From an optimization exercise on the open Yosys and OpenROAD flow, aimed at small area, a short achievable clock period and few clock cycles; shortcuts taken in it are not production practice.
Where RTL was checked, it was by simulation tests only, not by an equivalence proof against the original.

== v6 ==
// SW
module SW #(parameter WIDTH_SCORE = 8, parameter WIDTH_POS_REF = 7, parameter WIDTH_POS_QUERY = 6)
       (
           input           clk,
           input           reset,
           input           valid,
           input [1:0]     data_ref,
           input [1:0]     data_query,
           output          finish,
           output [WIDTH_SCORE - 1:0]   max,
           output [WIDTH_POS_REF - 1:0]   pos_ref,
           output [WIDTH_POS_QUERY - 1:0]   pos_query
       );
localparam NQ = 48;
localparam K  = 4;                  
localparam P  = NQ / K;             
localparam D0 = 50 - P;             
localparam DL = D0 + P - 1;         
localparam FIN = DL + 65;           
function integer hw;                
    input integer v;
    integer b;
    begin
        b = 0;
        while ((1 << b) <= v) b = b + 1;
        hw = b;
    end
endfunction
reg [6:0] cnt;                      
reg       run;
reg       fin;
wire      go = valid | run;
always @(posedge clk or posedge reset)
begin
    if (reset) begin
        cnt <= 7'd0;
        run <= 1'b0;
        fin <= 1'b0;
    end
    else begin
        run <= go;
        if (go && cnt != FIN)
            cnt <= cnt + 7'd1;
        fin <= (cnt == FIN - 1);
    end
end
assign finish = fin;
reg [1:0] q_in;
reg [2*D0-1:0] rline;               
always @(posedge clk)
begin
    q_in  <= data_query;
    rline <= {rline[2*D0-3:0], data_ref};
end
reg  [7*NQ-1:0] Hr;                 
reg  [NQ-1:0]   eIr;
reg  [2*NQ-1:0] Qr;
wire [3*NQ-1:0] DWw;                
reg  [7*P-1:0]  Hdiag;              
reg  [3*P-1:0]  DWr;                
reg  [2*P-1:0]  Rr;                 
wire [2*P-1:0]  Rin;                
reg  [7*P-1:0]  Mr;                 
reg  [6*P-1:0]  Jr;                 
reg  [6:0] best;
reg  [6:0] best_r;
reg  [5:0] best_q;
genvar p, c;
generate
for (p = 0; p < P; p = p + 1) begin : pe
    wire clr = (cnt == D0 + p - 1);
    wire ld  = (cnt >= p*K + 1) && (cnt <= p*K + K);
    if (p == 0) begin : r0
        assign Rin[1:0] = rline[2*D0-1:2*D0-2];
    end
    else begin : rn
        assign Rin[2*p+:2] = Rr[2*(p-1)+:2];
    end
    always @(posedge clk) begin
        Rr[2*p+:2] <= Rin[2*p+:2];
        DWr[3*p+:3] <= DWw[3*(p*K+K-1)+:3];
    end
    if (p > 0) begin : hd
        always @(posedge clk)
  ...
Size: roughly 6800 cells after synthesis, roughly 770 flip-flops, ~29 I/O pins.
==> module SW, before the edit <==
module SW #(parameter WIDTH_SCORE = 8, parameter WIDTH_POS_REF = 7, parameter WIDTH_POS_QUERY = 6)
       (
           input           clk,
           input           reset,
           input           valid,
           input [1:0]     data_ref,
           input [1:0]     data_query,
           output          finish,
           output [WIDTH_SCORE - 1:0]   max,
           output [WIDTH_POS_REF - 1:0]   pos_ref,
           output [WIDTH_POS_QUERY - 1:0]   pos_query
       );
localparam NQ = 48;
localparam K  = 4;                  
localparam P  = NQ / K;             
localparam D0 = 50 - P;             
localparam DL = D0 + P - 1;         
localparam FIN = DL + 65;           
function integer hw;                
    input integer v;
    integer b;
    begin
        b = 0;
        while ((1 << b) <= v) b = b + 1;
        hw = b;
    end
endfunction
reg [6:0] cnt;                      
reg       run;
reg       fin;
wire      go = valid | run;
always @(posedge clk or posedge reset)
begin
    if (reset) begin
        cnt <= 7'd0;
        run <= 1'b0;
        fin <= 1'b0;
    end
    else begin
        run <= go;
        if (go && cnt != FIN)
            cnt <= cnt + 7'd1;
        fin <= (cnt == FIN - 1);
    end
end
assign finish = fin;
reg [1:0] q_in;
reg [2*D0-1:0] rline;               
always @(posedge clk)
begin
    q_in  <= data_query;
    rline <= {rline[2*D0-3:0], data_ref};
end
reg  [7*NQ-1:0] Hr;                 
reg  [NQ-1:0]   eIr;
reg  [2*NQ-1:0] Qr;
wire [3*NQ-1:0] DWw;                
reg  [7*P-1:0]  Hdiag;              
reg  [3*P-1:0]  DWr;                
reg  [2*P-1:0]  Rr;                 
wire [2*P-1:0]  Rin;                
reg  [7*P-1:0]  Mr;                 
reg  [6*P-1:0]  Jr;                 
reg  [6:0] best;
reg  [6:0] best_r;
reg  [5:0] best_q;
genvar p, c;
generate
for (p = 0; p < P; p = p + 1) begin : pe
    wire clr = (cnt == D0 + p - 1);
    wire ld  = (cnt >= p*K + 1) && (cnt <= p*K + K);
    if (p == 0) begin : r0
        assign Rin[1:0] = rline[2*D0-1:2*D0-2];
    end
    else begin : rn
        assign Rin[2*p+:2] = Rr[2*(p-1)+:2];
    end
    always @(posedge clk) begin
        Rr[2*p+:2] <= Rin[2*p+:2];
        DWr[3*p+:3] <= DWw[3*(p*K+K-1)+:3];
    end
    if (p > 0) begin : hd
        always @(posedge clk)
            Hdiag[7*p+:7] <= Hr[7*(p*K-1)+:7];
    end
    for (c = 0; c < K; c = c + 1) begin : col
        localparam j = p*K + c;
        localparam W = hw(2*(j+1));
        wire [6:0] hup = Hr[7*j+:7];
        wire [6:0] diag;
        wire [2:0] dw;
        if (c == 0) begin : c0
            if (p == 0) begin : p0
                assign diag = 7'd0;
                assign dw   = 3'd2;
            end
            else begin : pn
                assign diag = Hdiag[7*p+:7];
                assign dw   = DWr[3*(p-1)+:3];
            end
        end
        else begin : cn
            assign diag = Hr[7*(j-1)+:7];
            assign dw   = DWw[3*(j-1)+:3];
        end
        wire [2:0] u   = hup[2:0] - diag[2:0] + 3'd2;
        wire [2:0] iu  = u + eIr[j];
        wire       z   = (diag == 7'd0);
        wire       mt  = (Rin[2*p+:2] == Qr[2*j+:2]);
        wire [2:0] e;
        assign e[2] = mt | iu[2] | z;
        assign e[1] = mt | (iu[2] ? iu[1] : ~z);
        assign e[0] = mt ? (&iu) : (iu[2] ? iu[0] : ~z);
        wire [2:0] ea  = mt     ? ((&iu) ? 3'd1 : 3'd6 - u) :
                         iu[2]  ? {2'b00, eIr[j]} :
                         z      ? 3'd4 - u : 3'd3 - u;
        wire [2:0] eb  = 3'd1 - u;               
        wire [6:0] he  = diag + {{5{~e[2]}}, e[1:0]};     
        wire [6:0] hd  = diag + {{5{~dw[2]}}, dw[1:0]};   
        wire       ge  = (dw >= e);
        wire [2:0] r4  = ge ? dw : e;            
        wire [6:0] h   = ge ? hd : he;
        assign DWw[3*j+:3] = ge ? dw + eb : ea;
        always @(posedge clk) begin
            Hr[7*j+:7] <= clr ? 7'd0 : {{(7-W){1'b0}}, h[W-1:0]};
            eIr[j]     <= clr ? 1'b0 : (iu == r4);
            if (ld)
                Qr[2*j+:2] <= (c == K-1) ? q_in : Qr[2*(j+1)+:2];
        end
    end
    wire [7*(K+1)-1:0] mv;
    wire [6*(K+1)-1:0] jv;
    if (p == 0) begin : m0
        assign mv[6:0] = 7'd0;
        assign jv[5:0] = 6'd0;
    end
    else begin : mn
        assign mv[6:0] = Mr[7*(p-1)+:7];
        assign jv[5:0] = Jr[6*(p-1)+:6];
    end
    for (c = 0; c < K; c = c + 1) begin : mc
        wire [6:0] hc = Hr[7*(p*K+c)+:7];
        wire       gt = (hc > mv[7*c+:7]);
        assign mv[7*(c+1)+:7] = gt ? hc : mv[7*c+:7];
        assign jv[6*(c+1)+:6] = gt ? (p*K + c + 1) : jv[6*c+:6];
    end
    if (p < P-1) begin : mreg
        localparam WM = hw(2*(p*K+K));
        always @(posedge clk) begin
            Mr[7*p+:7] <= {{(7-WM){1'b0}}, mv[7*K+:WM]};
            Jr[6*p+:6] <= jv[6*K+:6];
        end
    end
    else begin : mlast
        wire en = (cnt >= DL + 1) && (cnt <= DL + 64);
        always @(posedge clk or posedge reset) begin
            if (reset) begin
                best   <= 7'd0;
                best_r <= 7'd0;
                best_q <= 6'd0;
            end
            else if (en && mv[7*K+:7] > best) begin
                best   <= mv[7*K+:7];
                best_q <= jv[6*K+:6];
                best_r <= cnt - DL;
            end
        end
    end
end
endgenerate
assign max       = {1'b0, best};
assign pos_ref   = best_r;
assign pos_query = best_q;
endmodule
Settings: LEC_CHECK=0, CAP_MARGIN=20, CORE_MARGIN=2, CORE_UTILIZATION=40, SLEW_MARGIN=20; clock period 33.0 ns.
standard.sh (not shown) runs the stock make flow with config.mk's settings and CLKGATE_MAP_FILE= SYNTH_SCRIPT=/design/flow/synth_recipe.tcl, a recipe that flattens the netlist after the stock synthesis.
==> flow/flow/run.sh <==
#!/bin/bash
set -euo pipefail
WORK=$(pwd)
rm -rf "$WORK/scripts_abc"
mkdir -p "$WORK/scripts_abc"
cp -r "$FLOW_HOME/scripts/." "$WORK/scripts_abc/"
cp "$WORK/flow/abc.script" "$WORK/scripts_abc/abc_speed.script"
bash "$WORK/standard.sh" SCRIPTS_DIR="$WORK/scripts_abc" ADDER_MAP_FILE= finish > "$WORK/flow_make.log" 2>&1
==> flow/flow/abc.script <==
strash
&get -n
&fraig -x
&put
scorr
dc2
strash
&get -n
&dch -f
&nf
&put
topo
stime -c
Relative to v6, the following input files were edited for v7:
--- a/flow/design.v
+++ b/flow/design.v
@@ -11,7 +11,7 @@
            output [WIDTH_POS_QUERY - 1:0]   pos_query
        );
 localparam NQ = 48;
-localparam K  = 4;                  
+localparam K  = 2;                  
 localparam P  = NQ / K;             
 localparam D0 = 50 - P;             
 localparam DL = D0 + P - 1;         
==> results.txt <==
v7 vs. v6: via count went up by 3.2%.
Between v6 and v7, clock period minus worst slack is higher for v6, v7 comes in under that.
v7 vs v6, most common library cell in the layout ignoring fill and taps: dfxtp_1 vs nor2_1
Any difference in multi-input gate count between v7 and v6 is small enough to ignore.
Between v6 and v7, the top fanout value on the critical path is lower for v7.
Diff v6 -> v7 | setup slack on the worst flop-to-flop path | increase of 3.47 ns
Testbench counts of v7, summed over its fixed seeds: cycles 22,264.
Function not checked in v6: the RTL went through the layout flow alone.


## violet
SW, a different RTL version from the one above (not shown whole).
For scale: roughly 6900 cells after synthesis, roughly 29 I/O pins, roughly 0.056 mm² of cells after synthesis.
==> module SW, before the edit <==
module SW #(parameter WIDTH_SCORE = 8, parameter WIDTH_POS_REF = 7, parameter WIDTH_POS_QUERY = 6)
       (
           input           clk,
           input           reset,
           input           valid,
           input [1:0]     data_ref,
           input [1:0]     data_query,
           output          finish,
           output [WIDTH_SCORE - 1:0]   max,
           output [WIDTH_POS_REF - 1:0]   pos_ref,
           output [WIDTH_POS_QUERY - 1:0]   pos_query
       );
localparam NQ = 48;
localparam K  = 3;                  
localparam P  = NQ / K;             
localparam D0 = 50 - P;             
localparam DL = D0 + P - 1;         
localparam FIN = DL + 65;           
function integer hw;                
    input integer v;
    integer b;
    begin
        b = 0;
        while ((1 << b) <= v) b = b + 1;
        hw = b;
    end
endfunction
reg [6:0] cnt;                      
reg       run;
reg       fin;
wire      go = valid | run;
always @(posedge clk or posedge reset)
begin
    if (reset) begin
        cnt <= 7'd0;
        run <= 1'b0;
        fin <= 1'b0;
    end
    else begin
        run <= go;
        if (go && cnt != FIN)
            cnt <= cnt + 7'd1;
        fin <= (cnt == FIN - 1);
    end
end
assign finish = fin;
reg [1:0] q_in;
reg [2*D0-1:0] rline;               
always @(posedge clk)
begin
    q_in  <= data_query;
    rline <= {rline[2*D0-3:0], data_ref};
end
reg  [7*NQ-1:0] Hr;                 
reg  [NQ-1:0]   eIr;
reg  [2*NQ-1:0] Qr;
wire [3*NQ-1:0] DWw;                
reg  [7*P-1:0]  Hdiag;              
reg  [3*P-1:0]  DWr;                
reg  [2*P-1:0]  Rr;                 
wire [2*P-1:0]  Rin;                
reg  [7*P-1:0]  Mr;                 
reg  [6*P-1:0]  Jr;                 
reg  [6:0] best;
reg  [6:0] best_r;
reg  [5:0] best_q;
reg  [6:0] o_max;
reg  [6:0] o_r;
reg  [5:0] o_q;
genvar p, c;
generate
for (p = 0; p < P; p = p + 1) begin : pe
    wire clr = (cnt == D0 + p - 1);
    wire ld  = (cnt >= p*K + 1) && (cnt <= p*K + K);
    if (p == 0) begin : r0
        assign Rin[1:0] = rline[2*D0-1:2*D0-2];
    end
    else begin : rn
        assign Rin[2*p+:2] = Rr[2*(p-1)+:2];
    end
    always @(posedge clk) begin
        Rr[2*p+:2] <= Rin[2*p+:2];
        DWr[3*p+:3] <= DWw[3*(p*K+K-1)+:3];
    end
    if (p > 0) begin : hd
        always @(posedge clk)
            Hdiag[7*p+:7] <= Hr[7*(p*K-1)+:7];
    end
    for (c = 0; c < K; c = c + 1) begin : col
        localparam j = p*K + c;
        localparam W = hw(2*(j+1));
        wire [6:0] hup = Hr[7*j+:7];
        wire [6:0] diag;
        wire [2:0] dw;
        if (c == 0) begin : c0
            if (p == 0) begin : p0
                assign diag = 7'd0;
                assign dw   = 3'd2;
            end
            else begin : pn
                assign diag = Hdiag[7*p+:7];
                assign dw   = DWr[3*(p-1)+:3];
            end
        end
        else begin : cn
            assign diag = Hr[7*(j-1)+:7];
            assign dw   = DWw[3*(j-1)+:3];
        end
        wire [2:0] u   = hup[2:0] - diag[2:0] + 3'd2;
        wire [2:0] iu  = u + eIr[j];
        wire       z   = (diag == 7'd0);
        wire       mt  = (Rin[2*p+:2] == Qr[2*j+:2]);
        wire [2:0] e;
        assign e[2] = mt | iu[2] | z;
        assign e[1] = mt | (iu[2] ? iu[1] : ~z);
        assign e[0] = mt ? (&iu) : (iu[2] ? iu[0] : ~z);
        wire [2:0] ea  = mt     ? ((&iu) ? 3'd1 : 3'd6 - u) :
                         iu[2]  ? {2'b00, eIr[j]} :
                         z      ? 3'd4 - u : 3'd3 - u;
        wire [2:0] eb  = 3'd1 - u;               
        wire [6:0] he  = diag + {{5{~e[2]}}, e[1:0]};     
        wire [6:0] hd  = diag + {{5{~dw[2]}}, dw[1:0]};   
        wire       ge  = (dw >= e);
        wire [2:0] r4  = ge ? dw : e;            
        wire [6:0] h   = ge ? hd : he;
        assign DWw[3*j+:3] = ge ? dw + eb : ea;
        always @(posedge clk) begin
            Hr[7*j+:7] <= clr ? 7'd0 : {{(7-W){1'b0}}, h[W-1:0]};
            eIr[j]     <= clr ? 1'b0 : (iu == r4);
            if (ld)
                Qr[2*j+:2] <= (c == K-1) ? q_in : Qr[2*(j+1)+:2];
        end
    end
    wire [7*(K+1)-1:0] mv;
    wire [6*(K+1)-1:0] jv;
    if (p == 0) begin : m0
        assign mv[6:0] = 7'd0;
        assign jv[5:0] = 6'd0;
    end
    else begin : mn
        assign mv[6:0] = Mr[7*(p-1)+:7];
        assign jv[5:0] = Jr[6*(p-1)+:6];
    end
    for (c = 0; c < K; c = c + 1) begin : mc
        wire [6:0] hc = Hr[7*(p*K+c)+:7];
        wire       gt = (hc > mv[7*c+:7]);
        assign mv[7*(c+1)+:7] = gt ? hc : mv[7*c+:7];
        assign jv[6*(c+1)+:6] = gt ? (p*K + c + 1) : jv[6*c+:6];
    end
    if (p < P-1) begin : mreg
        localparam WM = hw(2*(p*K+K));
        always @(posedge clk) begin
            Mr[7*p+:7] <= {{(7-WM){1'b0}}, mv[7*K+:WM]};
            Jr[6*p+:6] <= jv[6*K+:6];
        end
    end
    else begin : mlast
        wire       en  = (cnt >= DL + 1) && (cnt <= DL + 64);
        wire       upd = en && (mv[7*K+:7] > best);
        wire [6:0] nb  = upd ? mv[7*K+:7] : best;
        wire [5:0] nq  = upd ? jv[6*K+:6] : best_q;
        wire [6:0] nr  = upd ? cnt - DL   : best_r;
        always @(posedge clk or posedge reset) begin
            if (reset) begin
                best   <= 7'd0;
                best_r <= 7'd0;
                best_q <= 6'd0;
            end
            else begin
                best   <= nb;
                best_q <= nq;
                best_r <= nr;
            end
        end
        always @(posedge clk) begin
            if (cnt == FIN - 1) begin
                o_max <= nb;
                o_q   <= nq;
                o_r   <= nr;
            end
        end
    end
end
endgenerate
assign max       = {1'b0, o_max};
assign pos_ref   = o_r;
assign pos_query = o_q;
endmodule
export LEC_CHECK = 0
export CAP_MARGIN = 20
export CORE_MARGIN = 2
export CORE_UTILIZATION = 40
export SLEW_MARGIN = 20
create_clock -name core_clock -period 33.0 [get_ports {clk}]
Scripts as last shown in full above: flow/flow/run.sh, flow/flow/abc.script
Edits applied to the flow inputs when going from violet to nickel:
-- flow/design.v --
<<< violet, line 65
reg  [6:0] best_r;
reg  [5:0] best_q;
reg  [6:0] o_max;
reg  [6:0] o_r;
reg  [5:0] o_q;
genvar p, c;
generate
>>> nickel, line 65
reg  [6:0] best_r;
reg  [5:0] best_q;
genvar p, c;
generate
<<< violet, line 156
    end
    else begin : mlast
        wire       en  = (cnt >= DL + 1) && (cnt <= DL + 64);
        wire       upd = en && (mv[7*K+:7] > best);
        wire [6:0] nb  = upd ? mv[7*K+:7] : best;
        wire [5:0] nq  = upd ? jv[6*K+:6] : best_q;
        wire [6:0] nr  = upd ? cnt - DL   : best_r;
        always @(posedge clk or posedge reset) begin
            if (reset) begin
>>> nickel, line 153
    end
    else begin : mlast
        wire en = (cnt >= DL + 1) && (cnt <= DL + 64);
        always @(posedge clk or posedge reset) begin
            if (reset) begin
<<< violet, line 167
                best_q <= 6'd0;
            end
            else begin
                best   <= nb;
                best_q <= nq;
                best_r <= nr;
            end
        end
        always @(posedge clk) begin
            if (cnt == FIN - 1) begin
                o_max <= nb;
                o_q   <= nq;
                o_r   <= nr;
            end
        end
>>> nickel, line 160
                best_q <= 6'd0;
            end
            else if (en && mv[7*K+:7] > best) begin
                best   <= mv[7*K+:7];
                best_q <= jv[6*K+:6];
                best_r <= cnt - DL;
            end
        end
<<< violet, line 183
end
endgenerate
assign max       = {1'b0, o_max};
assign pos_ref   = o_r;
assign pos_query = o_q;
endmodule
>>> nickel, line 169
end
endgenerate
assign max       = {1'b0, best};
assign pos_ref   = best_r;
assign pos_query = best_q;
endmodule
### Flow results
nickel vs. violet: synthesis-to-finish area growth went down by 0.65 points.
Delta (nickel minus violet): routing usage on met1 has decreased; arrival time at the worst endpoint has increased; final clock skew has decreased; synthesized cell count has decreased; count of vias placed by the detailed router has decreased.
HPWL reported at the end of detailed placement: nickel < violet
nickel leaves less setup margin than violet.
Testbench counts of nickel, summed over its fixed seeds: cycles 22,264.
Only the layout flow was run in violet; the RTL was not checked for function there.

-- re-timing with driven ports --
How much do the figures lean on ideal ports? The routed layouts below were timed once more, with nothing changed but the port constraints.
Step 1 assumes that a clkbuf_16 drives the clock port and a buf_2 every other input.
Step 2 also shifts input and output timing later by t, the mid clock arrival at the registers, as if the neighbouring blocks saw the same clock.
Three values: no drivers, after step 1, after step 2; two values: the first two.
| run | t, ns | setup WS [ns] | slew at the worst register clock pin (ns) |
|---|---|---|---|
| v6 | 0.734 | 23.345 / 23.345 / 23.345 | 0.07 / 0.07 |
| v7 | 0.794 | 24.550 / 24.473 / 24.922 | 0.07 / 0.07 |
| violet | 0.787 | 24.788 / 24.714 / 24.716 | 0.07 / 0.07 |
| nickel | 0.762 | 24.676 / 24.602 / 24.719 | 0.07 / 0.07 |
After both steps setup and hold are still met in every run listed. The setup slack of violet, which loses most, moves by -0.074 ns with the drivers and by -0.072 ns with both steps.
